This design comes from an exercise in tuning for small area and a short achievable clock period on the open sky130 flow, not from production work.
Where RTL was checked, it was by simulation tests only, not by an equivalence proof against the original.
Only the layout flow was run in runs 1 and 3 to 5; the RTL was not checked for function there.
No activity file was given, so power comes from the tool's default toggle rates.

==> flow/design.v <==
module CPU_cmpsub #(parameter W = 2) (
    input  [W-1:0] x,
    input  [W-1:0] m,
    output         ge,
    output [W-1:0] d
);
    reg [W-1:0] g, t;
    integer i, k;
    always @* begin
        g = x & ~m;
        t = x | ~m;
        g[0] = t[0];
        for (k = 1; k < W; k = k * 2)
            for (i = W - 1; i >= k; i = i - 1) begin
                g[i] = g[i] | (t[i] & g[i-k]);
                t[i] = t[i] & t[i-k];
            end
    end
    assign ge = g[W-1];
    wire [W-1:0] cin = {g[W-2:0], 1'b1};
    assign d = ~(x ^ m) ^ cin;
endmodule
module CPU_div4 #(parameter W = 2) (
    input  [15:0] rin,
    input  [1:0]  abits,
    input  [15:0] b,
    input  [17:0] b3,
    output [1:0]  q,
    output [15:0] rout
);
    wire [W-1:0] x;
    generate
        if (W == 2) begin : g2
            assign x = abits;
        end else begin : gn
            assign x = {rin[W-3:0], abits};
        end
    endgenerate
    wire bz1, bz2;
    generate
        if (W < 16) begin : gb
            assign bz1 = ~|b[15:W];
        end else begin : gb16
            assign bz1 = 1'b1;
        end
    endgenerate
    assign bz2 = ~|b[15:W-1];
    wire bz3 = b <= ((1 << W) - 1) / 3;
    wire c1, c2, c3;
    wire [W-1:0] d1, d2, d3;
    CPU_cmpsub #(.W(W)) k1 (.x(x), .m(b[W-1:0]), .ge(c1), .d(d1));
    CPU_cmpsub #(.W(W)) k2 (.x(x), .m({b[W-2:0], 1'b0}), .ge(c2), .d(d2));
    CPU_cmpsub #(.W(W)) k3 (.x(x), .m(b3[W-1:0]), .ge(c3), .d(d3));
    wire ge1 = bz1 & c1;
    wire ge2 = bz2 & c2;
    wire ge3 = bz3 & c3;
    assign q = {ge2, ge3 | (ge1 & ~ge2)};
    wire s3 = ge3;
    wire s2 = ge2 & ~ge3;
    wire s1 = ge1 & ~ge2;
    wire s0 = ~ge1;
    generate
        if (W < 16) begin : gz
            assign rout[15:W] = {(16-W){1'b0}};
        end
    endgenerate
    assign rout[W-1:0] = ({W{s0}} & x) | ({W{s1}} & d1) | ({W{s2}} & d2) | ({W{s3}} & d3);
endmodule
module CPU (
    input clk,
    input reset,
    input [18:0] instruction,
    input [15:0] data_in,
    output reg [15:0] data_out,
    output [15:0] address,
    output reg mem_read,
    output reg mem_write
);
    localparam N1 = 1;
    localparam N2 = 6;
    localparam K1 = 2 * N1;
    localparam K2 = 2 * N2;
    reg [15:0] registers [0:15];
    wire [3:0] opcode = instruction[18:15];
    wire [3:0] rs = instruction[14:11];
    wire [3:0] rt = instruction[10:7];
    wire [3:0] rd = instruction[6:3];
    wire [11:0] addr = instruction[14:3];
    wire op_load  = opcode == 4'b1010;
    wire op_store = opcode == 4'b1011;
    wire op_call  = opcode == 4'b1111;
    wire [15:0] ra = registers[rs];
    wire [15:0] rb = registers[rt];
    wire [17:0] rb3 = {2'b0, rb} + {1'b0, rb, 1'b0};
    wire [15:0] rem1 [0:N1];
    wire [K1-1:0] q1;
    assign rem1[0] = 16'b0;
    genvar j;
    generate
        for (j = 1; j <= N1; j = j + 1) begin : s1
            CPU_div4 #(.W(2*j)) st (.rin(rem1[j-1]), .abits(ra[17-2*j:16-2*j]), .b(rb), .b3(rb3),
                .q(q1[K1-2*j+1:K1-2*j]), .rout(rem1[j]));
        end
    endgenerate
    reg [15:0] A2, B2;
    reg [17:0] B3_2;
    reg [K1-1:0] r2, q2;
    reg [3:0] op2;
    wire [15:0] rem2 [N1:N2];
    wire [K2-K1-1:0] qm;
    assign rem2[N1] = {{(16-K1){1'b0}}, r2};
    generate
        for (j = N1 + 1; j <= N2; j = j + 1) begin : s2
            CPU_div4 #(.W(2*j)) st (.rin(rem2[j-1]), .abits(A2[17-2*j:16-2*j]), .b(B2), .b3(B3_2),
                .q(qm[K2-2*j+1:K2-2*j]), .rout(rem2[j]));
        end
    endgenerate
    wire is_add = op2 == 4'd0;
    wire is_sub = op2 == 4'd1;
    wire is_mul = op2 == 4'd2;
    wire is_div = op2 == 4'd3;
    wire is_inc = op2 == 4'd4;
    wire is_dec = op2 == 4'd5;
    wire is_and = op2 == 4'd6;
    wire is_or  = op2 == 4'd7;
    wire is_xor = op2 == 4'd8;
    wire is_not = op2 == 4'd9;
    wire [15:0] addend = is_sub ? ~B2 : is_inc ? 16'h0000 : is_dec ? 16'hFFFF : B2;
    wire [15:0] sum = A2 + addend + {15'b0, is_sub | is_inc};
    wire [15:0] prod = A2 * B2;
    wire [15:0] res2 =
          ({16{is_add | is_sub | is_inc | is_dec}} & sum)
        | ({16{is_mul}} & prod)
        | ({16{is_div}} & {q2, qm, A2[15-K2:0]})
        | ({16{is_and}} & (A2 & B2))
        | ({16{is_or}}  & (A2 | B2))
        | ({16{is_xor}} & (A2 ^ B2))
        | ({16{is_not}} & ~A2);
    reg [15:0] qa3, b3;
    reg [17:0] b3x3;
    reg [K2-1:0] r3;
    reg div3;
    reg sel3;            
    reg [15:0] addr_hold;
    reg ex_zero;         
    wire [15:0] rem3 [N2:8];
    wire [15-K2:0] ql;
    assign rem3[N2] = {{(16-K2){1'b0}}, r3};
    generate
        for (j = N2 + 1; j <= 8; j = j + 1) begin : s3
            CPU_div4 #(.W(2*j)) st (.rin(rem3[j-1]), .abits(qa3[17-2*j:16-2*j]), .b(b3), .b3(b3x3),
                .q(ql[17-2*j:16-2*j]), .rout(rem3[j]));
        end
    endgenerate
    wire [15:0] ex_res = div3 ? {qa3[15:16-K2], ql} : qa3;
    assign address = sel3 ? ex_res : addr_hold;
    reg [3:0] EXdst, WBdst;
    reg [15:0] WBres;
    reg [15:0] pc_base;
    reg [11:0] pc_tgt;
    reg [1:0] pc_mode;   
    wire eq2 = A2 == B2;
    wire pc_taken = pc_mode == 2'd1 | (pc_mode == 2'd2 & eq2) | (pc_mode == 2'd3 & ~eq2);
    wire [15:0] pc = pc_taken ? {4'b0, pc_tgt} : pc_base;
    wire [15:0] pc_inc = pc + 16'd1;
    always @(posedge clk or posedge reset) begin
        if (reset) begin
            op2 <= 4'b1010;
            EXdst <= 4'b0;
            WBdst <= 4'b0;
            WBres <= 16'b0;
            pc_base <= 16'b0;
            pc_mode <= 2'd0;
        end else begin
            op2 <= opcode;
            EXdst <= rd;
            WBdst <= EXdst;
            WBres <= ex_zero ? 16'b0 : ex_res;
            pc_base <= (opcode == 4'b1101 || opcode == 4'b1110) ? pc : pc_inc;
            case (opcode)
                4'b1100, 4'b1111: pc_mode <= 2'd1;
                4'b1101: pc_mode <= 2'd2;
                4'b1110: pc_mode <= 2'd3;
                default: pc_mode <= 2'd0;
            endcase
        end
    end
    always @(posedge clk or posedge reset) begin
        if (reset)
            ex_zero <= 1'b1;
        else
            ex_zero <= 1'b0;
    end
    always @(posedge clk) begin
        A2 <= ra;
        B2 <= rb;
        B3_2 <= rb3;
        r2 <= rem1[N1][K1-1:0];
        q2 <= q1;
        pc_tgt <= addr;
        qa3 <= res2;
        b3 <= B2;
        b3x3 <= B3_2;
        r3 <= rem2[N2][K2-1:0];
        div3 <= is_div;
        sel3 <= ~reset & (op_load | op_store);
        addr_hold <= address;
    end
    always @(posedge clk) begin
        if (!reset) begin
            if (op_load) begin
                mem_read <= 1'b1;
            end else if (op_store) begin
                mem_write <= 1'b1;
                data_out <= rb;
            end else begin
                mem_read <= 1'b0;
                mem_write <= 1'b0;
            end
            if (op_call)
                registers[15] <= pc_inc;
            if (!op_store)
                registers[WBdst] <= WBres;
        end
    end
endmodule
==> flow/run.sh <==
#!/bin/bash
# synth_recipe.tcl (not shown) runs the flow's synth.tcl, then flattens the netlist and writes it again
# the make line also repeats each setting of config.mk as NAME=value (left out here)
make -C /OpenROAD-flow-scripts/flow DESIGN_CONFIG=/design/flow/config.mk WORK_HOME=/design/flow/orfs CLKGATE_MAP_FILE= SYNTH_SCRIPT=/design/flow/synth_recipe.tcl finish
==> flow/config.mk <==
export PLATFORM = sky130hd
export DESIGN_NAME = CPU
export DESIGN_NICKNAME = CPU
export VERILOG_FILES = /design/flow/design.v
export SDC_FILE = /design/flow/constraint.sdc
export NUM_CORES = 4
export LEC_CHECK = 0
export CAP_MARGIN = 20
export CORE_MARGIN = 2
export CORE_UTILIZATION = 40
export SLEW_MARGIN = 20
==> flow/constraint.sdc <==
create_clock -name core_clock -period 28.0 [get_ports {clk}]
set_input_delay 5.6000 -clock core_clock [delete_from_list [all_inputs] [get_ports {clk}]]
set_output_delay 5.6000 -clock core_clock [all_outputs]
set_load 0.01 [all_outputs]
==> summary.txt, run 1 <==
Synth
  • Post-synthesis xor/xnor area fraction: 5.71%
  • Mux contribution to synthesized area: 11.5%
  • Post-synth top area cell: edfxtp_1
  • Synthesized cell area: 34,700 um^2
  • Compound-gate portion of the synthesized area: 12.5%
  • Simple-Gate Fraction of Synth Area: 9.24%
  • EDFF count, synth: 274
  • Syn nets: 3,682
  • Main combinational cell family by area after synthesis: adder cells
  • Top_reg_cell synth: edfxtp_1
  • Synth top area share: 23.7%
  • Synth Area in Adders: 20.7%
  • Seq/Total Area, Yosys: 35.2%
  • Async SR Flop Fraction: 10.2%
  • Synth cell types: 112
  • FF+latch count, synth: 461
  • Ys Warns: 9
  • Largest cells by area after synthesis: edfxtp_1 (24%), ha_1 (14%), mux4_2 (10%)
  • Syn Inst Count: 3,164
  • Syn avg cell area: 11.0 um^2

Cells and area
  • Commonest non-fill, non-tap cells in the layout: ha_1 (384), inv_1 (342), edfxtp_1 (274)
  • Layout area overhead: 10.8%
  • Area of the multi-input gates: 20,700 um^2
  • Layout cells sized above 1: 13.1%
  • Reg area: 12,200 um^2
  • Final instance area: 38,400 um^2
  • Fin util: 44.9%
  • Filler Cell Count: 7,917
  • Commonest non-fill, non-tap cell in the layout: ha_1
  • Fin nets: 3,743

Global route
  • Vias in the first global route: 25,160
  • Final global-route overflow total: 0
  • All-Layer GR Usage: 23.3%
  • First-pass GRT wire length: 158 mm
  • Largest net degree at the start of global routing: 66
  • Initial antenna violation count: 5

Worst setup path
  • R2R cell count: 56
  • Worst EP arrival: 14.64 ns
  • Endpoint class of the critical path: flop
  • Reg2reg start: B2[2]
  • Critical path peak fanout: 34
  • Worst setup SP type: flop
  • Slowest CP cell: a21oi_1
  • CP most frequent cell: nor2_1
  • WP data required: 28.48 ns
  • Buf+Inv Stages, Crit Path: 7
  • Crit Path Class: reg2reg
  • Worst reg2reg endpoint: r3[5]
  • Setup slack, reg-to-reg: 13.84 ns
  • Crit path max-delay family: compound AO/OA/AOI/OAI gates
  • Crit-path max cell delay: 0.77 ns

Clock tree
  • Total clock sinks: 461
  • Setup bufs post-CTS: 0
  • Clock buffer count from CTS: 48
  • Root Driver: clkbuf_16
  • Clock latency on the worst-skew pair: 0.63 ns
  • # H-tree levels: 2
  • CTS tree: done
  • CTS Hold Buffers Added: 0
  • Post-cts resize count: 0
  • Reg clk slew, reported paths: 0.06 ns
  • Clock Tree Buf Depth: 3

Worst hold path
  • Min-Delay Endpoint: b3x3[14]
  • Min-delay src: B3_2[14]
  • Hold Path Depth: 0
  • Hold Path Class: reg2reg

STA
  • Setup Skew: 0.0784 ns
  • Hold WS: 0.328 ns
  • Unrepaired setup endpoints after global routing: false
  • Rel. slew slack: 25.2%
  • Minimum clock period: 14.16 ns
  • Fin. Hold Viols: 0
  • Final worst slack: 13.84 ns
  • Final setup viols: 0
  • Setup TNS: 0 ns
  • Worst Tran Pin Value: 1.12 ns
  • Fin. max-slew vios: 0
  • Fmax: 70.6 MHz
  • Fin crit share: 50.6%

Pwr
  • Pleak: 15.6 nW
  • Power per cell area: 87.7 nW/um^2
  • Max VDD drop: 0.131 mV

Status
  • Status: timing/DRC/antenna clean

Place
  • Post-DP HPWL: 75.4 mm
  • Dpl ws: 13.82 ns
  • Buffers on Ports: 51
  • Placed Area: 36,700 um^2
  • Placer Congestion: 0.932

Floorplan
  • Rows: 107
  • Chip Width: 298 um
  • Die area: 89,000 um^2
  • Initial Util: 40.5%
  • Core area: 85,500 um^2
  • Die height: 298 um
  • IO Count: 71

Detailed routing
  • Final WL: 105 mm
  • Via count: 25,178
  • DRC viols: 0
  • Mean routed wirelength per cell: 23.8 um
  • Drt pass-1 iters: 6
  • Antenna viol nets, final: 0
  • DR vias/cell: 5.71
  • Initial DRC count: 2,371

Run
  • Max-cap violations: 0
worst register-to-register path, delay by kind of cell (launching register included):
kind | cells | cell delay (ns)
AOI/OAI and AO/OA | 20 | 5.30
and+or+nand+nor | 24 | 4.73
buffers and inverters | 7 | 2.17
adders and majority gates | 5 | 1.53
DFF | 1 | 0.31
per-stage QoR:
stage,power (mW),cells
final,3.37,4409
after global routing,3.62,4407
after CTS,3.37,4407
after detailed placement,2.69,4319
after global placement,2.68,4319
after floorplan,2.19,3164
cell families after synthesis:
group / Yosys count
simple gates: 692
other cells: 1
compound gates: 605
buf+inv: 461
xor+xnor: 226
mux: 195
fa+ha+maj: 523
flops: 461
layer usage:
metal  track usage, %  wire (um)  vias up
met3             3.09       6880      213
met1             31.1      44200    12505
li1                 -          -    11506
met2             39.2      50200      952
met5                0         14        -
met4             7.45       3490        2
registers in the layout, summed over array words and instances (netlist names), 2 cells and up:
| name | cells |
|---|---|
| addr_hold | 16 |
| data_out | 16 |
| EXdst | 4 |
| WBdst | 4 |
| op2 | 4 |
| A2 | 16 |
| b3 | 15 |
| b3x3 | 16 |
| qa3 | 16 |
| B3_2 | 16 |
| WBres | 16 |
| r3 | 12 |
| pc_base | 16 |
| pc_mode | 2 |
| B2 | 15 |
| pc_tgt | 12 |
| r2 | 2 |
| registers | 256 |
| q2 | 2 |
cell usage after synthesis (all sizes together), types with 20 or more instances:
cell type  count
ha           384
inv          346
nor2         275
edfxtp       274
nand2        191
a21oi        169
mux4         160
xnor2        154
dfxtp        140
fa            97
o21ai         92
xor2          72
clkbuf        69
o21bai        60
dfrtp         44
buf           42
maj3          42
nand3         40
nor3          35
nor2b         27
o221ai        26
a221oi        23
a211oi        21
and2          20
how the worst max path moves through the flow:
stage / cells past startpoint / to / start / slack [ns]
finish: 56 / r3[5] / B2[2] / 13.84
CTS: 56 / r3[5] / B2[2] / 13.73
global route: 56 / r3[5] / B2[2] / 12.74
global placement: 56 / r3[5] / B2[2] / 13.85
detailed placement: 56 / r3[5] / B2[2] / 13.82
floorplan: 24 / address[0] / b3x3[0] / 17.17
final cells by class:
class / count / area share [%]
antenna: 2 / 0.0130
clock buffer: 65 / 3.82
clock inverter: 23 / 0.521
inverter: 350 / 3.42
multi-input combinational: 2242 / 54.0
sequential: 461 / 31.8
tap: 1144 / 3.73
timing repair buffer: 122 / 2.68
report_power, final:
group / total [mW] / internal (mW) / switching (mW)
sequential: 0.909 / 0.810 / 0.0995
combinational: 1.79 / 0.755 / 1.04
clock: 0.665 / 0.381 / 0.284
total: 3.37 / 1.95 / 1.42
==> run 2, diff against run 1 <==
--- a/flow/design.v
+++ b/flow/design.v
@@ -1,25 +1,3 @@
-module CPU_cmpsub #(parameter W = 2) (
-    input  [W-1:0] x,
-    input  [W-1:0] m,
-    output         ge,
-    output [W-1:0] d
-);
-    reg [W-1:0] g, t;
-    integer i, k;
-    always @* begin
-        g = x & ~m;
-        t = x | ~m;
-        g[0] = t[0];
-        for (k = 1; k < W; k = k * 2)
-            for (i = W - 1; i >= k; i = i - 1) begin
-                g[i] = g[i] | (t[i] & g[i-k]);
-                t[i] = t[i] & t[i-k];
-            end
-    end
-    assign ge = g[W-1];
-    wire [W-1:0] cin = {g[W-2:0], 1'b1};
-    assign d = ~(x ^ m) ^ cin;
-endmodule
 module CPU_div4 #(parameter W = 2) (
     input  [15:0] rin,
     input  [1:0]  abits,
@@ -45,26 +23,22 @@
         end
     endgenerate
     assign bz2 = ~|b[15:W-1];
-    wire bz3 = b <= ((1 << W) - 1) / 3;
-    wire c1, c2, c3;
-    wire [W-1:0] d1, d2, d3;
-    CPU_cmpsub #(.W(W)) k1 (.x(x), .m(b[W-1:0]), .ge(c1), .d(d1));
-    CPU_cmpsub #(.W(W)) k2 (.x(x), .m({b[W-2:0], 1'b0}), .ge(c2), .d(d2));
-    CPU_cmpsub #(.W(W)) k3 (.x(x), .m(b3[W-1:0]), .ge(c3), .d(d3));
-    wire ge1 = bz1 & c1;
-    wire ge2 = bz2 & c2;
-    wire ge3 = bz3 & c3;
+    wire bz3 = ~|b3[17:W];
+    wire [W:0] d1 = {1'b0, x} - {1'b0, b[W-1:0]};
+    wire [W:0] d2 = {1'b0, x} - {1'b0, b[W-2:0], 1'b0};
+    wire [W:0] d3 = {1'b0, x} - {1'b0, b3[W-1:0]};
+    wire ge1 = bz1 & ~d1[W];
+    wire ge2 = bz2 & ~d2[W];
+    wire ge3 = bz3 & ~d3[W];
     assign q = {ge2, ge3 | (ge1 & ~ge2)};
-    wire s3 = ge3;
-    wire s2 = ge2 & ~ge3;
-    wire s1 = ge1 & ~ge2;
-    wire s0 = ~ge1;
+    wire [W-1:0] mhi = ge3 ? d3[W-1:0] : d2[W-1:0];
+    wire [W-1:0] mlo = ge1 ? d1[W-1:0] : x;
     generate
         if (W < 16) begin : gz
             assign rout[15:W] = {(16-W){1'b0}};
         end
     endgenerate
-    assign rout[W-1:0] = ({W{s0}} & x) | ({W{s1}} & d1) | ({W{s2}} & d2) | ({W{s3}} & d3);
+    assign rout[W-1:0] = ge2 ? mhi : mlo;
 endmodule
 module CPU (
     input clk,
==> summary.txt, run 2 <==
Status
  • Status: timing/DRC/antenna clean

Detailed routing
  • Via count: 24,579 (-2.4%)
  • Mean routed wirelength per cell: 24.0 um (+0.92%)
  • Initial DRC count: 2,188 (-7.7%)
  • Antenna viol nets, final: 0 (unchanged)
  • Final WL: 101 mm (-3.3%)
  • DRC viols: 0 (unchanged)
  • Drt pass-1 iters: 7 (+1)
  • DR vias/cell: 5.82 (+1.9%)

STA
  • Unrepaired setup endpoints after global routing: false
  • Fmax: 77.9 MHz (+10%)
  • Setup TNS: 0 ns (unchanged)
  • Rel. slew slack: 23.7% (-1.4 points)
  • Setup Skew: 0.0547 ns (-0.0237 ns)
  • Fin. Hold Viols: 0 (unchanged)
  • Final worst slack: 15.17 ns (+1.33 ns)
  • Fin crit share: 45.8% (-4.7 points)
  • Final setup viols: 0 (unchanged)
  • Fin. max-slew vios: 0 (unchanged)
  • Worst Tran Pin Value: 1.13 ns (+0.00673 ns)
  • Minimum clock period: 12.83 ns (-1.33 ns)

Floorplan
  • Rows: 106 (-0.93%)
  • Chip Width: 293 um (-1.6%)
  • IO Count: 71 (unchanged)
  • Die area: 86,100 um^2 (-3.3%)
  • Initial Util: 40.2% (-0.28 points)
  • Die height: 293 um (-1.6%)
  • Core area: 83,300 um^2 (-2.6%)

Synth
  • Ys Warns: 1 (-8)
  • Async SR Flop Fraction: 10.1% (-0.088 points)
  • Post-synth top area cell: edfxtp_1
  • EDFF count, synth: 274 (unchanged)
  • Largest cells by area after synthesis: edfxtp_1 (25%), ha_1 (13%), mux4_2 (11%)
  • Top_reg_cell synth: edfxtp_1
  • Synth top area share: 24.6% (+0.81 points)
  • Top-count cell post-synth: ha_1
  • Syn avg cell area: 11.0 um^2 (+0.64%)
  • Seq/Total Area, Yosys: 36.7% (+1.4 points)
  • Synthesized cell area: 33,500 um^2 (-3.3%)
  • FF+latch count, synth: 465 (+0.87%)
  • Synth cell types: 87 (-22%)
  • Post-synth top cells: ha_1 (339), edfxtp_1 (274), inv_1 (259)
  • Syn nets: 3,519 (-4.4%)
  • Syn Inst Count: 3,040 (-3.9%)

Cells and area
  • Layout cells sized above 1: 12.4% (-0.67 points)
  • Largest regs: registers (256), B3_2 (18), b3x3 (18)
  • Non-Filler Instances: 4,224 (-4.2%)
  • Fin nets: 3,579 (-4.4%)
  • Largest register FFs: 256 (unchanged)
  • Reg area: 12,300 um^2 (+0.63%)
  • Filler Cell Count: 7,824 (-1.2%)
  • Layout area overhead: 11.3%
  • Commonest non-fill, non-tap cells in the layout: ha_1 (339), edfxtp_1 (274), inv_1 (258)
  • Largest Register: registers
  • Commonest non-fill, non-tap cell in the layout: ha_1
  • Area of the multi-input gates: 20,000 um^2 (-3.6%)

Clock tree
  • CTS Hold Buffers Added: 0 (unchanged)
  • CTS tree: done
  • Setup bufs post-CTS: 0 (unchanged)
  • Total clock sinks: 465 (+0.87%)
  • # H-tree levels: 2 (unchanged)
  • Clock Tree Buf Depth: 3 (unchanged)
  • Clock latency on the worst-skew pair: 0.64 ns (about the same)
  • Root Driver: clkbuf_16
  • Reg clk slew, reported paths: 0.06 ns (about the same)
  • Post-cts resize count: 0 (unchanged)
  • Clock buffer count from CTS: 50 (+4.2%)

Pwr
  • Internal: 2.03 mW (+4.4%)
  • Power per cell area: 96.6 nW/um^2 (+10%)
  • Logic pwr share: 54.9% (+1.6 points)
  • Pleak: 15.1 nW (-3.2%)
  • NetSw: 1.57 mW (+11%)
  • Clock group share of total power: 20.0% (+0.3 points)
  • Sw Ratio: 43.6% (+1.4 points)
  • Flop pwr share: 25.1% (-1.9 points)
  • Max VDD drop: 0.187 mV (+43%)

Run
  • Max-cap violations: 0 (unchanged)

Worst setup path
  • Worst setup SP type: flop
  • Slowest CP cell: o31ai_4
  • Critical path peak fanout: 17 (-50%)
  • Buf+Inv Stages, Crit Path: 7 (unchanged)
  • Crit Path Class: reg2reg
  • Crit path max-delay family: compound AO/OA/AOI/OAI gates
  • Worst EP arrival: 13.28 ns (-1.36 ns)
  • Endpoint class of the critical path: flop
  • WP data required: 28.44 ns (-0.04 ns)
  • Crit-path max cell delay: 0.66 ns (-0.11 ns)

Place
  • Placer Congestion: 0.907 (-2.7%)
  • Post-DP HPWL: 72.1 mm (-4.4%)
  • Placed insts: 4,128 (-4.4%)
  • Dpl ws: 15.43 ns (+1.62 ns)
  • Buffers on Ports: 51 (unchanged)

Global route
  • Vias in the first global route: 24,274 (-3.5%)
  • All-Layer GR Usage: 23.6% (+0.32 points)
  • First-pass GRT wire length: 152 mm (-3.5%)
  • Final global-route overflow total: 0 (unchanged)
  • Initial antenna violation count: 6 (+1)
  • Largest net degree at the start of global routing: 49 (-26%)

Worst hold path
  • Hold Path Class: reg2reg
[run 2: cell types whose count changed after synthesis, moves of 36 or more]
cell      change
xnor2_1      -36
o21ai_0      +53
ha_1         -45
nor2b_1      +36
nor2_1       -49
o21bai_1     -51
inv_1        -84
nor3_1       +36
maj3_1       -38
[run 2: cell type report]
type,count,area share (%)
Antenna cell,2,0.0134
Clock buffer,62,3.56
Clock inverter,32,1.21
Inverter,262,2.64
Multi-Input combinational cell,2215,53.6
Sequential cell,465,33.0
Tap cell,1080,3.62
Timing Repair Buffer,106,2.42
[run 2: logic make-up (layout without fill, tap and decap cells)]
logic type      after synthesis  in the layout  synth area share (%)
buf+inv                     360            462                  4.08
compound gates              618            618                  12.2
fa+ha+maj                   442            442                  18.8
mux                         221            221                  12.6
simple gates                746            746                  10.7
xor+xnor                    187            187                  4.89
flops                       465            465                  36.7
other cells                   1              3                0.0112
[run 2: path summary, 6_finish.rpt]
path	startpoint	to	slack [ns]	cells after the start
worst max-delay path	B2[2]	qa3[4]	15.17	48
worst min-delay path	EXdst[0]	WBdst[0]	0.35	0
worst max register to register	B2[2]	qa3[4]	15.17	48
worst min register to register	EXdst[0]	WBdst[0]	0.35	0
max in group asynchronous	reset	WBres[11]	21.82	3
min in group asynchronous	reset	WBres[14]	5.64	3
[run 2: per-stage QoR]
step	util (%)	area, um^2	power, mW	hold slack (ns)
after detailed placement	42.6	35500	2.88	0.336
final	44.8	37300	3.60	0.348
after global placement	42.6	35500	2.87	0.332
after CTS	44.8	37300	3.61	0.350
after global routing	44.8	37300	3.85	0.367
after floorplan	-	33500	2.24	0.331
[run 2: metal layers]
layer	track usage [%]	up-vias	routed length [um]
met3	3.56	231	6850
li1	-	11296	-
met1	31.0	12184	42200
met4	10.5	2	4950
met5	0	-	13
met2	38.6	866	47200
[run 2: power groups by stage]
stage	Sequential (mW)	Clock [mW]	Combinational (mW)
detailed placement	0.920	0	1.96
floorplan	0.874	0	1.36
finish	0.906	0.719	1.98
CTS	0.907	0.729	1.97
global placement	0.920	0	1.95
global route	0.915	0.758	2.18
==> run 3, diff against run 2 <==
--- a/flow/design.v
+++ b/flow/design.v
@@ -23,7 +23,7 @@
         end
     endgenerate
     assign bz2 = ~|b[15:W-1];
-    wire bz3 = ~|b3[17:W];
+    wire bz3 = b <= ((1 << W) - 1) / 3;
     wire [W:0] d1 = {1'b0, x} - {1'b0, b[W-1:0]};
     wire [W:0] d2 = {1'b0, x} - {1'b0, b[W-2:0], 1'b0};
     wire [W:0] d3 = {1'b0, x} - {1'b0, b3[W-1:0]};
@@ -50,7 +50,7 @@
     output reg mem_read,
     output reg mem_write
 );
-    localparam N1 = 1;
+    localparam N1 = 2;
     localparam N2 = 6;
     localparam K1 = 2 * N1;
     localparam K2 = 2 * N2;
@@ -77,9 +77,9 @@
         end
     endgenerate
     reg [15:0] A2, B2;
-    reg [17:0] B3_2;
     reg [K1-1:0] r2, q2;
     reg [3:0] op2;
+    wire [17:0] B3_2 = {2'b0, B2} + {1'b0, B2, 1'b0};
     wire [15:0] rem2 [N1:N2];
     wire [K2-K1-1:0] qm;
     assign rem2[N1] = {{(16-K1){1'b0}}, r2};
@@ -130,32 +130,25 @@
     assign address = sel3 ? ex_res : addr_hold;
     reg [3:0] EXdst, WBdst;
     reg [15:0] WBres;
-    reg [15:0] pc_base;
-    reg [11:0] pc_tgt;
-    reg [1:0] pc_mode;   
-    wire eq2 = A2 == B2;
-    wire pc_taken = pc_mode == 2'd1 | (pc_mode == 2'd2 & eq2) | (pc_mode == 2'd3 & ~eq2);
-    wire [15:0] pc = pc_taken ? {4'b0, pc_tgt} : pc_base;
-    wire [15:0] pc_inc = pc + 16'd1;
+    reg [15:0] PC;
+    wire [15:0] pc_inc = PC + 16'd1;
     always @(posedge clk or posedge reset) begin
         if (reset) begin
             op2 <= 4'b1010;
             EXdst <= 4'b0;
             WBdst <= 4'b0;
             WBres <= 16'b0;
-            pc_base <= 16'b0;
-            pc_mode <= 2'd0;
+            PC <= 16'b0;
         end else begin
             op2 <= opcode;
             EXdst <= rd;
             WBdst <= EXdst;
             WBres <= ex_zero ? 16'b0 : ex_res;
-            pc_base <= (opcode == 4'b1101 || opcode == 4'b1110) ? pc : pc_inc;
             case (opcode)
-                4'b1100, 4'b1111: pc_mode <= 2'd1;
-                4'b1101: pc_mode <= 2'd2;
-                4'b1110: pc_mode <= 2'd3;
-                default: pc_mode <= 2'd0;
+                4'b1100, 4'b1111: PC <= {4'b0, addr};
+                4'b1101: if (ra == rb) PC <= {4'b0, addr};
+                4'b1110: if (ra != rb) PC <= {4'b0, addr};
+                default: PC <= pc_inc;
             endcase
         end
     end
@@ -168,10 +161,8 @@
     always @(posedge clk) begin
         A2 <= ra;
         B2 <= rb;
-        B3_2 <= rb3;
         r2 <= rem1[N1][K1-1:0];
         q2 <= q1;
-        pc_tgt <= addr;
         qa3 <= res2;
         b3 <= B2;
         b3x3 <= B3_2;
==> summary.txt, run 3 <==
Worst setup path
  • Worst setup SP type: flop
  • Worst Setup SP: b3x3[0]
  • Reg2reg start: B2[0]
  • Crit Path Class: reg2out
  • Endpoint class of the critical path: primary output
  • WP data required: 22.40 ns (-6.04 ns)
  • Critical path peak fanout: 18 (+1)
  • Worst EP arrival: 7.17 ns (-6.11 ns)

Synth
  • Seq/Total Area, Yosys: 35.1% (-1.6 points)
  • Synth cell types: 94 (+8.0%)
  • Syn avg cell area: 10.7 um^2 (-3.2%)
  • Post-synth top cells: ha_1 (344), edfxtp_1 (274), inv_1 (268)
  • Syn Inst Count: 3,126 (+2.8%)
  • Ys Warns: 1 (unchanged)
  • Post-synth top area cell: edfxtp_1
  • EDFF count, synth: 274 (unchanged)
  • FF+latch count, synth: 436 (-6.2%)
  • Largest cells by area after synthesis: edfxtp_1 (25%), ha_1 (13%), mux4_2 (8.9%)
  • Syn nets: 3,611 (+2.6%)
  • Synth top area share: 24.7% (+0.12 points)
  • Top-count cell post-synth: ha_1
  • Async SR Flop Fraction: 10.3% (+0.21 points)
  • Top_reg_cell synth: edfxtp_1
  • Synthesized cell area: 33,300 um^2 (-0.47%)

Pwr
  • Sw Ratio: 41.5% (-2.1 points)
  • Clock group share of total power: 19.5% (-0.5 points)
  • Pleak: 15.0 nW (-0.42%)
  • Logic pwr share: 54.5% (-0.4 points)
  • Max VDD drop: 0.164 mV (-13%)
  • Internal: 1.88 mW (-7.5%)
  • Flop pwr share: 25.9% (+0.8 points)
  • Total power: 3.21 mW (-11%)
  • NetSw: 1.33 mW (-15%)
  • Power per cell area: 87.3 nW/um^2 (-9.6%)

Global route
  • Initial antenna violation count: 3 (-3)
  • Largest net degree at the start of global routing: 60 (+22%)
  • Vias in the first global route: 24,479 (+0.84%)
  • Final global-route overflow total: 0 (unchanged)
  • All-Layer GR Usage: 23.5% (-0.088 points)
  • First-pass GRT wire length: 153 mm (+0.39%)

Status
  • Status: timing/DRC/antenna clean

STA
  • Fin crit share: 45.6% (-0.22 points)
  • Final worst slack: 15.23 ns (+0.0609 ns)
  • Worst Tran Pin Value: 1.09 ns (-0.0438 ns)
  • Rel. slew slack: 27.5% (+3.8 points)
  • Fin. max-slew vios: 0 (unchanged)
  • Unrepaired setup endpoints after global routing: false
  • Fin. Hold Viols: 0 (unchanged)
  • Final setup viols: 0 (unchanged)
  • Minimum clock period: 12.77 ns (-0.0609 ns)
  • Setup TNS: 0 ns (unchanged)
  • Setup Skew: 0.0343 ns (-0.0205 ns)
  • Fmax: 78.3 MHz (+0.48%)

Cells and area
  • Commonest non-fill, non-tap cell in the layout: ha_1
  • Largest Register: registers
  • Commonest non-fill, non-tap cells in the layout: ha_1 (344), edfxtp_1 (274), inv_1 (267)
  • Filler Cell Count: 7,694 (-1.7%)
  • Largest register FFs: 256 (unchanged)
  • Reg area: 11,700 um^2 (-4.8%)
  • Area of the multi-input gates: 20,200 um^2 (+1.2%)
  • Layout cells sized above 1: 11.1% (-1.4 points)
  • Fin nets: 3,661 (+2.3%)
  • Layout area overhead: 10.3%

Clock tree
  • CTS Hold Buffers Added: 0 (unchanged)
  • Clock latency on the worst-skew pair: 0.59 ns (-0.05 ns)
  • Post-cts resize count: 0 (unchanged)
  • Setup bufs post-CTS: 0 (unchanged)
  • Reg clk slew, reported paths: 0.06 ns (about the same)
  • Root Driver: clkbuf_16
  • Total clock sinks: 436 (-6.2%)
  • # H-tree levels: 2 (unchanged)
  • Clock Tree Buf Depth: 3 (unchanged)
  • CTS tree: done
  • Clock buffer count from CTS: 43 (-14%)

Detailed routing
  • Initial DRC count: 2,082 (-4.8%)
  • Mean routed wirelength per cell: 23.7 um (-1.3%)
  • Final WL: 101 mm (about the same)
  • DRC viols: 0 (unchanged)
  • Via count: 24,947 (+1.5%)
  • DR vias/cell: 5.83 (+0.15%)
  • Antenna viol nets, final: 0 (unchanged)
  • Drt pass-1 iters: 6 (-1)

Floorplan
  • Die height: 293 um (-0.23%)
  • Rows: 105 (-0.94%)
  • Die area: 85,700 um^2 (-0.46%)
  • IO Count: 71 (unchanged)
  • Initial Util: 40.5% (+0.26 points)
  • Chip Width: 293 um (-0.23%)
  • Core area: 82,400 um^2 (-1.1%)

Place
  • Post-DP HPWL: 72.5 mm (+0.48%)
  • Placer Congestion: 0.918 (+1.3%)
  • Dpl ws: 15.81 ns (+0.376 ns)
  • Buffers on Ports: 51 (unchanged)

Run
  • Max-cap violations: 0 (unchanged)

Worst hold path
  • Hold Path Class: reg2reg
  • Min-delay src: EXdst[1]
run 3: cell count changes in the layout (fill, tap and decap cells not counted), moves of 10 or more:
cell and delta:
a22oi_1 +32, dfxtp_1 -27, mux4_2 -27, a21boi_0 +16
nor2_1 +14, o31ai_1 +14, mux2i_1 +13, o21ai_0 -13
nand3_1 +12, nand2_1 +10
run 3: logic make-up (layout without fill, tap and decap cells):
group | Yosys count | count (layout) | share of synthesized area, %
flops | 436 | 436 | 35.1
simple gates | 787 | 787 | 11.2
fa+ha+maj | 449 | 449 | 19.2
mux | 217 | 217 | 11.6
buf+inv | 378 | 462 | 4.63
compound gates | 674 | 674 | 13.4
xor+xnor | 184 | 184 | 4.83
other cells | 1 | 2 | 0.0112
run 3: metal layers:
metal,global-route usage [%],wire length [um],vias up
met5,0,0,-
met4,7.32,3240,0
met3,3.29,7340,165
met2,38.9,47200,904
met1,32.0,43600,12318
li1,-,-,11560
run 3: power groups by stage:
stage	clock network [mW]	logic (mW)	registers, mW
4_1_cts	0.636	1.75	0.832
3_5_place_dp	0	1.73	0.844
5_1_grt	0.658	1.96	0.842
2_1_floorplan	0	1.28	0.814
6_report	0.627	1.75	0.833
3_3_place_gp	0	1.72	0.844
run 3: worst max-delay path, stage by stage, from the launching register on:
cell and delay, ns:
dfxtp_1 0.51, ha_1 0.27, inv_1 0.09, fa_1 0.41, a21o_1 0.18, a21oi_1 0.28
o21ai_0 0.17, nor3b_1 0.19, nor3_1 0.40, nor4_1 0.15, o21a_1 0.20, o211ai_1 0.17
buf_4 0.31, mux2_2 0.37, o21ai_0 0.46, ha_1 0.33, o21a_1 0.16, o21a_1 0.18
o221ai_1 0.17, o21ai_0 0.15, nand2_1 0.09, a21oi_1 0.11, o31ai_1 0.59, clkdlybuf4s50_1 0.66
run 3: area by class of cell:
cell class / instances / share of cell area (%)
inverters: 274 / 2.80
repair buffers: 109 / 2.53
clock inverters: 27 / 0.908
multi-input cells: 2312 / 55.0
clock buffers: 52 / 3.30
diodes: 1 / 0.00680
flip-flops and latches: 436 / 31.8
well taps: 1070 / 3.64
run 3: stage by stage:
step | hold WS [ns] | cells | instance area (um^2) | util, %
2_1_floorplan | 0.331 | 3126 | 33300 | -
5_1_grt | 0.355 | 4280 | 36800 | 44.6
3_5_place_dp | 0.335 | 4201 | 35200 | 42.8
6_report | 0.345 | 4281 | 36800 | 44.6
3_3_place_gp | 0.333 | 4201 | 35200 | 42.8
4_1_cts | 0.348 | 4280 | 36800 | 44.6
run 3: path summary, 6_finish.rpt:
check                      cells past startpoint  slack [ns]          to
max                                           23       15.23  address[0]
min                                            0        0.34    WBdst[1]
max reg2reg                                   41       15.60       r3[0]
min reg2reg                                    0        0.34    WBdst[1]
max in group asynchronous                      3       21.78    WBres[6]
min in group asynchronous                      3        5.74       PC[1]
==> run 4, diff against run 3 <==
--- a/flow/config.mk
+++ b/flow/config.mk
@@ -7,5 +7,6 @@
 export LEC_CHECK = 0
 export CAP_MARGIN = 20
 export CORE_MARGIN = 2
-export CORE_UTILIZATION = 40
+export CORE_UTILIZATION = 60
+export PLACE_DENSITY = 0.75
 export SLEW_MARGIN = 20
==> summary.txt, run 4 <==
Status
  • Status: timing/DRC/antenna clean

Cells and area
  • Largest register FFs: 256 (unchanged)
  • Non-Filler Instances: 3,963 (-7.4%)
  • Largest Register: registers
  • Final instance area: 36,200 um^2 (-1.6%)
  • Filler Cell Count: 4,180 (-46%)
  • Layout area overhead: 8.57%
  • Layout cells sized above 1: 10.8% (-0.29 points)
  • Fin nets: 3,666 (+0.14%)
  • Commonest non-fill, non-tap cells in the layout: ha_1 (344), edfxtp_1 (274), inv_1 (267)
  • Commonest non-fill, non-tap cell in the layout: ha_1

Pwr
  • Pleak: 15.0 nW (-0.34%)
  • Sw Ratio: 42.9% (+1.4 points)
  • Internal: 1.84 mW (-2.1%)
  • Logic pwr share: 56.1% (+1.6 points)
  • NetSw: 1.38 mW (+3.7%)
  • Max VDD drop: 0.172 mV (+5.3%)
  • Flop pwr share: 26.0% (about the same)
  • Power per cell area: 89.0 nW/um^2 (+1.9%)
  • Total power: 3.22 mW (+0.31%)
  • Clock group share of total power: 17.9% (-1.6 points)

Worst setup path
  • Endpoint class of the critical path: primary output
  • Reg2reg start: B2[2]
  • Critical path peak fanout: 18 (unchanged)
  • Worst Setup SP: b3x3[0]
  • Worst EP arrival: 7.15 ns (-0.02 ns)
  • Worst setup SP type: flop
  • Crit Path Class: reg2out
  • WP data required: 22.40 ns (about the same)

Place
  • Placed Area: 34,800 um^2 (-1.1%)
  • Placed insts: 3,885 (-7.5%)
  • Buffers on Ports: 51 (unchanged)
  • Placer Congestion: 0.992 (+8.0%)
  • Post-DP HPWL: 73.2 mm (+0.96%)

Global route
  • Vias in the first global route: 26,581 (+8.6%)
  • Largest net degree at the start of global routing: 60 (unchanged)
  • Initial antenna violation count: 1 (-2)
  • All-Layer GR Usage: 35.8% (+12 points)
  • First-pass GRT wire length: 155 mm (+1.4%)
  • Final global-route overflow total: 0 (unchanged)

Clock tree
  • Clock buffer count from CTS: 42 (-2.3%)
  • # H-tree levels: 2 (unchanged)
  • Setup bufs post-CTS: 0 (unchanged)
  • Clock Tree Buf Depth: 3 (unchanged)
  • Reg clk slew, reported paths: 0.06 ns (about the same)
  • Post-cts resize count: 0 (unchanged)
  • Clock latency on the worst-skew pair: 0.57 ns (-0.02 ns)
  • CTS tree: done
  • CTS Hold Buffers Added: 0 (unchanged)
  • Root Driver: clkbuf_16
  • Total clock sinks: 436 (unchanged)

STA
  • Worst Tran Pin Value: 1.09 ns (+0.00395 ns)
  • Setup TNS: 0 ns (unchanged)
  • Fin. Hold Viols: 0 (unchanged)
  • Hold WS: 0.352 ns (+0.00769 ns)
  • Fin crit share: 45.5% (-0.082 points)
  • Setup Skew: 0.0273 ns (-0.00695 ns)
  • Rel. slew slack: 26.9% (-0.55 points)
  • Final setup viols: 0 (unchanged)
  • Unrepaired setup endpoints after global routing: false
  • Minimum clock period: 12.75 ns (-0.0229 ns)
  • Fmax: 78.4 MHz (+0.18%)
  • Fin. max-slew vios: 0 (unchanged)

Synth
  • Syn Inst Count: 3,126 (unchanged)
  • Syn avg cell area: 10.7 um^2 (unchanged)
  • Synth top area share: 24.7% (unchanged)
  • Ys Warns: 1 (unchanged)
  • Post-synth top cells: ha_1 (344), edfxtp_1 (274), inv_1 (268)
  • Synthesized cell area: 33,300 um^2 (unchanged)
  • EDFF count, synth: 274 (unchanged)
  • Async SR Flop Fraction: 10.3% (unchanged)
  • Top_reg_cell synth: edfxtp_1
  • Seq/Total Area, Yosys: 35.1% (unchanged)
  • Top-count cell post-synth: ha_1
  • FF+latch count, synth: 436 (unchanged)
  • Synth cell types: 94 (unchanged)
  • Syn nets: 3,611 (unchanged)
  • Largest cells by area after synthesis: edfxtp_1 (25%), ha_1 (13%), mux4_2 (8.9%)
  • Post-synth top area cell: edfxtp_1

Detailed routing
  • Final WL: 102 mm (+0.59%)
  • Initial DRC count: 2,702 (+30%)
  • Mean routed wirelength per cell: 25.7 um (+8.7%)
  • Antenna viol nets, final: 0 (unchanged)
  • Drt pass-1 iters: 5 (-1)
  • DR vias/cell: 6.61 (+13%)
  • DRC viols: 0 (unchanged)
  • Via count: 26,206 (+5.0%)

Floorplan
  • Die height: 240 um (-18%)
  • Chip Width: 240 um (-18%)
  • Initial Util: 60.7% (+20 points)
  • Die area: 57,500 um^2 (-33%)
  • Rows: 86 (-18%)
  • IO Count: 71 (unchanged)
  • Core area: 55,000 um^2 (-33%)

Worst hold path
  • Min-delay src: EXdst[2]
  • Hold Path Class: reg2reg

Run
  • Max-cap violations: 0 (unchanged)
==> run 4: worst paths after layout <==
path                               to  slack, ns  cells past startpoint
setup / recovery           address[0]      15.25                     23
hold / removal               WBdst[2]       0.35                      0
setup reg to reg               qa3[4]      15.36                     39
hold reg to reg              WBdst[2]       0.35                      0
max in group asynchronous    WBres[7]      21.70                      3
min in group asynchronous       PC[0]       5.77                      3
==> run 4: power groups by stage <==
stage	Sequential (mW)	Clock (mW)	Combinational, mW
finish	0.836	0.577	1.81
global route	0.844	0.604	1.99
CTS	0.834	0.580	1.80
detailed placement	0.845	0	1.78
global placement	0.842	0	1.73
floorplan	0.814	0	1.28
==> run 4: metal layers <==
metal	GRT usage (%)	part of all wire (%)	up-vias
li1	-	-	11566
met1	42.9	36	12759
met2	60.7	48	1497
met3	5.36	8.6	384
met4	22.5	7.0	0
met5	0	0	-
==> run 4: layout make-up <==
class                      count  area (um^2)  share of cell area [%]
sequential                   436        11700                    32.3
tap                          748          936                    2.58
timing repair buffer         115          976                    2.70
antenna                        2         5.00                  0.0138
inverter                     274         1030                    2.84
clock inverter                22          230                   0.636
clock buffer                  54         1150                    3.18
multi-input combinational   2312        20200                    55.7
==> run 4: cells by family (layout without fill, tap and decap cells) <==
group	after synthesis	in the layout	share of synthesized area (%)
AND/OR/NAND/NOR	787	787	11.2
AO/OA/AOI/OAI	674	674	13.4
adder cells (fa/ha/maj)	449	449	19.2
flip-flops	436	436	35.1
buffers and inverters	378	465	4.63
multiplexers	217	217	11.6
XOR/XNOR	184	184	4.83
other	1	3	0.0112
==> run 4: worst max-delay path, stage by stage (launching register included) <==
cell and delay [ns]:
dfxtp_1 0.46, ha_1 0.27, inv_1 0.10, fa_1 0.41, a21o_1 0.18, a21oi_1 0.31, o21ai_0 0.19, nor3b_1 0.20
nor3_1 0.32, nor4_1 0.12, o21a_1 0.18, o211ai_1 0.16, buf_4 0.31, mux2_2 0.36, o21ai_0 0.52, ha_1 0.35
o21a_1 0.17, o21a_1 0.17, o221ai_1 0.16, o21ai_0 0.14, nand2_1 0.08, a21oi_1 0.12, o31ai_1 0.60, clkdlybuf4s50_1 0.66
==> run 4: per-stage QoR <==
step                setup WS (ns)  utilization (%)
CTS                         15.37             65.8
detailed placement          15.62             63.3
global route                14.61             65.8
floorplan                   17.26                -
global placement            15.77             63.3
finish                      15.25             65.8
==> run 5, diff against run 4 <==
==> flow/flow/run.sh (new file) <==
#!/bin/bash
# Standard ORFS flow (the standard.sh) with faster port buffers and a
# setup-repair margin, so that repair_timing works towards a shorter period
# than the design's clock. Constraints (SDC) are the design's, unchanged.
set -euo pipefail
export BUFFER_PORTS_ARGS="-buffer_cell sky130_fd_sc_hd__buf_4"
export SETUP_SLACK_MARGIN=16
bash standard.sh > standard.log 2>&1
==> flow/standard.sh (new file) <==
#!/bin/bash
# synth_recipe.tcl (not shown) runs the flow's synth.tcl, then flattens the netlist and writes it again
# the make line also repeats each setting of config.mk as NAME=value (left out here)
make -C /OpenROAD-flow-scripts/flow DESIGN_CONFIG=/design/flow/config.mk WORK_HOME=/design/flow/orfs CLKGATE_MAP_FILE= SYNTH_SCRIPT=/design/flow/synth_recipe.tcl "${@:-finish}"
--- a/flow/config.mk
+++ b/flow/config.mk
@@ -7,6 +7,5 @@
 export LEC_CHECK = 0
 export CAP_MARGIN = 20
 export CORE_MARGIN = 2
-export CORE_UTILIZATION = 60
-export PLACE_DENSITY = 0.75
+export CORE_UTILIZATION = 40
 export SLEW_MARGIN = 20
removed: flow/run.sh
==> summary.txt, run 5 <==
Status
  • Status: timing/DRC/antenna clean

Worst setup path
  • Critical path peak fanout: 18 (unchanged)
  • Endpoint class of the critical path: primary output
  • Worst EP arrival: 6.08 ns (-1.07 ns)
  • R2R cell count: 44 (+13%)
  • Crit Path Class: reg2out
  • Worst reg2reg endpoint: r3[10]
  • Worst setup SP type: flop
  • CP most frequent cell: a21o_1
  • Crit-path max cell delay: 0.42 ns (-0.24 ns)
  • Crit path max-delay family: compound AO/OA/AOI/OAI gates
  • Buf+Inv Stages, Crit Path: 3 (unchanged)
  • Slowest CP cell: fa_1
  • WP data required: 22.40 ns (about the same)
  • Setup slack, reg-to-reg: 16.59 ns (+1.23 ns)
  • Reg2reg start: B2[3]

Synth
  • Ys Warns: 1 (unchanged)
  • Syn Inst Count: 3,126 (unchanged)
  • Top-count cell post-synth: ha_1
  • Synthesized cell area: 33,300 um^2 (unchanged)
  • Top_reg_cell synth: edfxtp_1
  • Synth top area share: 24.7% (unchanged)
  • FF+latch count, synth: 436 (unchanged)
  • Async SR Flop Fraction: 10.3% (unchanged)
  • Syn avg cell area: 10.7 um^2 (unchanged)
  • Largest cells by area after synthesis: edfxtp_1 (25%), ha_1 (13%), mux4_2 (8.9%)
  • EDFF count, synth: 274 (unchanged)
  • Synth cell types: 94 (unchanged)
  • Syn nets: 3,611 (unchanged)
  • Seq/Total Area, Yosys: 35.1% (unchanged)
  • Post-synth top cells: ha_1 (344), edfxtp_1 (274), inv_1 (268)
  • Post-synth top area cell: edfxtp_1

Cells and area
  • Layout area overhead: 9.87%
  • Fin nets: 3,673 (+0.19%)
  • Area of the multi-input gates: 20,300 um^2 (+0.76%)
  • Largest Register: registers
  • Reg area: 11,700 um^2 (about the same)
  • Layout cells sized above 1: 13.1% (+2.3 points)
  • Commonest non-fill, non-tap cell in the layout: ha_1
  • Ant diodes: 0 (-2)
  • Largest register FFs: 256 (unchanged)
  • Commonest non-fill, non-tap cells in the layout: ha_1 (344), edfxtp_1 (274), inv_1 (267)
  • Filler Cell Count: 7,650 (+83%)

STA
  • Fin crit share: 41.7% (-3.8 points)
  • Unrepaired setup endpoints after global routing: false
  • Fmax: 85.6 MHz (+9.1%)
  • Final setup viols: 0 (unchanged)
  • Fin. max-slew vios: 0 (unchanged)
  • Rel. slew slack: 30.8% (+3.9 points)
  • Fin. Hold Viols: 0 (unchanged)
  • Setup TNS: 0 ns (unchanged)
  • Minimum clock period: 11.68 ns (-1.07 ns)
  • Setup Skew: 0.0291 ns (+0.00178 ns)
  • Hold WS: 0.348 ns (-0.00373 ns)
  • Worst Tran Pin Value: 1.04 ns (-0.0521 ns)

Global route
  • All-Layer GR Usage: 23.2% (-13 points)
  • Final global-route overflow total: 0 (unchanged)
  • First-pass GRT wire length: 151 mm (-2.2%)
  • Vias in the first global route: 24,326 (-8.5%)
  • Initial antenna violation count: 1 (unchanged)
  • Largest net degree at the start of global routing: 60 (unchanged)

Clock tree
  • Reg clk slew, reported paths: 0.06 ns (about the same)
  • Clock latency on the worst-skew pair: 0.59 ns (+0.02 ns)
  • Root Driver: clkbuf_16
  • Clock buffer count from CTS: 43 (+2.4%)
  • Clock Tree Buf Depth: 3 (unchanged)
  • # H-tree levels: 2 (unchanged)
  • Total clock sinks: 436 (unchanged)
  • CTS tree: done
  • CTS Hold Buffers Added: 0 (unchanged)

Detailed routing
  • Initial DRC count: 2,044 (-24%)
  • Via count: 25,153 (-4.0%)
  • DR vias/cell: 5.86 (-11%)
  • DRC viols: 0 (unchanged)
  • Drt pass-1 iters: 5 (unchanged)
  • Mean routed wirelength per cell: 23.5 um (-8.5%)
  • Final WL: 101 mm (-0.87%)
  • Antenna viol nets, final: 0 (unchanged)

Pwr
  • Internal: 1.81 mW (-1.6%)
  • NetSw: 1.36 mW (-1.5%)
  • Max VDD drop: 0.154 mV (-10%)
  • Clock group share of total power: 17.4% (-0.5 points)
  • Logic pwr share: 56.4% (+0.3 points)
  • Sw Ratio: 43.0% (about the same)
  • Power per cell area: 86.6 nW/um^2 (-2.7%)
  • Flop pwr share: 26.3% (+0.3 points)
  • Pleak: 15.0 nW (+0.29%)

Floorplan
  • Die height: 293 um (+22%)
  • Rows: 105 (+22%)
  • Initial Util: 40.5% (-20 points)
  • Chip Width: 293 um (+22%)
  • Die area: 85,700 um^2 (+49%)
  • Core area: 82,400 um^2 (+50%)
  • IO Count: 71 (unchanged)

Worst hold path
  • Min-delay src: EXdst[3]
  • Hold Path Depth: 0 (unchanged)
  • Min-Delay Endpoint: WBdst[3]
  • Hold Path Class: reg2reg

Run
  • Max-cap violations: 0 (unchanged)

Place
  • Post-DP HPWL: 72.5 mm (-1.0%)
  • Buffers on Ports: 51 (unchanged)
  • Placer Congestion: 0.928 (-6.4%)
==> run 5: cell counts after synthesis <==
Identical to the previous run, type by type.
==> run 5: metal layers <==
metal	vias up	global-route usage [%]	wire, um
met5	-	0	9
met2	962	38.2	46800
met1	12428	31.5	43500
met3	194	3.51	7310
li1	11567	-	-
met4	2	7.34	3380
==> run 5: repair_timing <==
action / CTS / global route
setup endpoints to repair: 16 / 16
pin swaps: 0 / 1
buffers inserted: 0 / 7
resized for setup: 10 / 21
==> run 5: layout make-up <==
type	instances	area share, %
clock buffer	59	3.21
clock inverter	21	0.403
inverter	274	2.81
multi-input combinational	2312	55.5
sequential	436	31.9
tap	1070	3.65
timing repair buffer	121	2.50
==> run 5: through the flow <==
| stage | power [mW] | std cells | util [%] | worst slack [ns] | cell area [um^2] |
|---|---|---|---|---|---|
| floorplan | 2.09 | 3126 | - | 17.26 | 33300 |
| global placement | 2.58 | 4205 | 42.6 | 15.86 | 35100 |
| detailed placement | 2.60 | 4206 | 42.6 | 15.83 | 35100 |
| CTS | 3.16 | 4286 | 44.3 | 16.01 | 36500 |
| global route | 3.41 | 4293 | 44.5 | 16.01 | 36600 |
| finish | 3.17 | 4293 | 44.5 | 16.32 | 36600 |
==> run 5: cell families after synthesis <==
logic type | count (synthesis) | share of synthesized area [%]
AND/OR/NAND/NOR | 787 | 11.2
AO/OA/AOI/OAI | 674 | 13.4
adder cells (fa/ha/maj) | 449 | 19.2
flip-flops | 436 | 35.1
buffers and inverters | 378 | 4.63
multiplexers | 217 | 11.6
XOR/XNOR | 184 | 4.83
other | 1 | 0.0112
==> run 5: power groups by stage <==
stage | combinational (mW) | clock (mW) | sequential (mW)
after floorplan | 1.28 | 0 | 0.814
after global placement | 1.74 | 0 | 0.844
after detailed placement | 1.75 | 0 | 0.845
after CTS | 1.77 | 0.558 | 0.833
after global routing | 1.98 | 0.584 | 0.841
final | 1.79 | 0.550 | 0.834
==> run 5: how the worst max path moves through the flow <==
stage | startpoint | end | slack [ns] | cells after the start
finish | b3x3[0] | address[0] | 16.32 | 25
floorplan | b3x3[0] | address[0] | 17.26 | 23
global placement | B2[3] | r3[11] | 15.86 | 43
global route | B2[3] | r3[4] | 16.01 | 45
CTS | B2[3] | r3[4] | 16.01 | 43
detailed placement | B2[3] | r3[4] | 15.83 | 43
==> run 5: worst reg2reg max path: cells and delay by family, from the launching register on <==
family / cells / cell delay [ns]
xor gates and xnor gates: 1 / 0.28
AOI/OAI and AO/OA: 21 / 4.98
muxes: 5 / 1.71
adders and majority gates: 6 / 2.13
and+or+nand+nor: 5 / 0.55
buffers and inverters: 6 / 1.28
DFF: 1 / 0.30

[afterwards: timing with drivers on the ports]
The results above use ideal ports. As a check the final layouts listed here were re-extracted and re-timed, cells and wires unchanged. Step 1 assumes that a clkbuf_16 drives the clock port and a buf_2 every other input. Step 2 adds t to the input delays and takes it off the output delays; t is the mean of the earliest and latest rising clock arrival at the registers after step 1. Input paths then give back, and output paths get back, about the clock's delay inside the block. Slacks: no drivers / after step 1 / after step 2; pairs: no drivers / after step 1.
| run | t (ns) | setup slack, ns | hold WS [ns] | latest minus earliest clock arrival (ns) | cell pins on the clock port's net |
|---|---|---|---|---|---|
| run 1 | 0.652 | 13.840 / 13.840 / 13.840 | 0.328 / 0.328 / 0.328 | 0.082 / 0.082 | 1 |
| run 2 | 0.678 | 15.167 / 15.167 / 15.167 | 0.348 / 0.348 / 0.348 | 0.056 / 0.056 | 1 |
| run 3 | 0.631 | 15.228 / 15.166 / 15.597 | 0.345 / 0.345 / 0.345 | 0.036 / 0.036 | 1 |
| run 4 | 0.609 | 15.251 / 15.195 / 15.360 | 0.352 / 0.352 / 0.352 | 0.029 / 0.029 | 1 |
| run 5 | 0.633 | 16.319 / 16.261 / 16.492 | 0.348 / 0.348 / 0.348 | 0.030 / 0.030 | 1 |
After both steps every run listed still meets setup and hold.
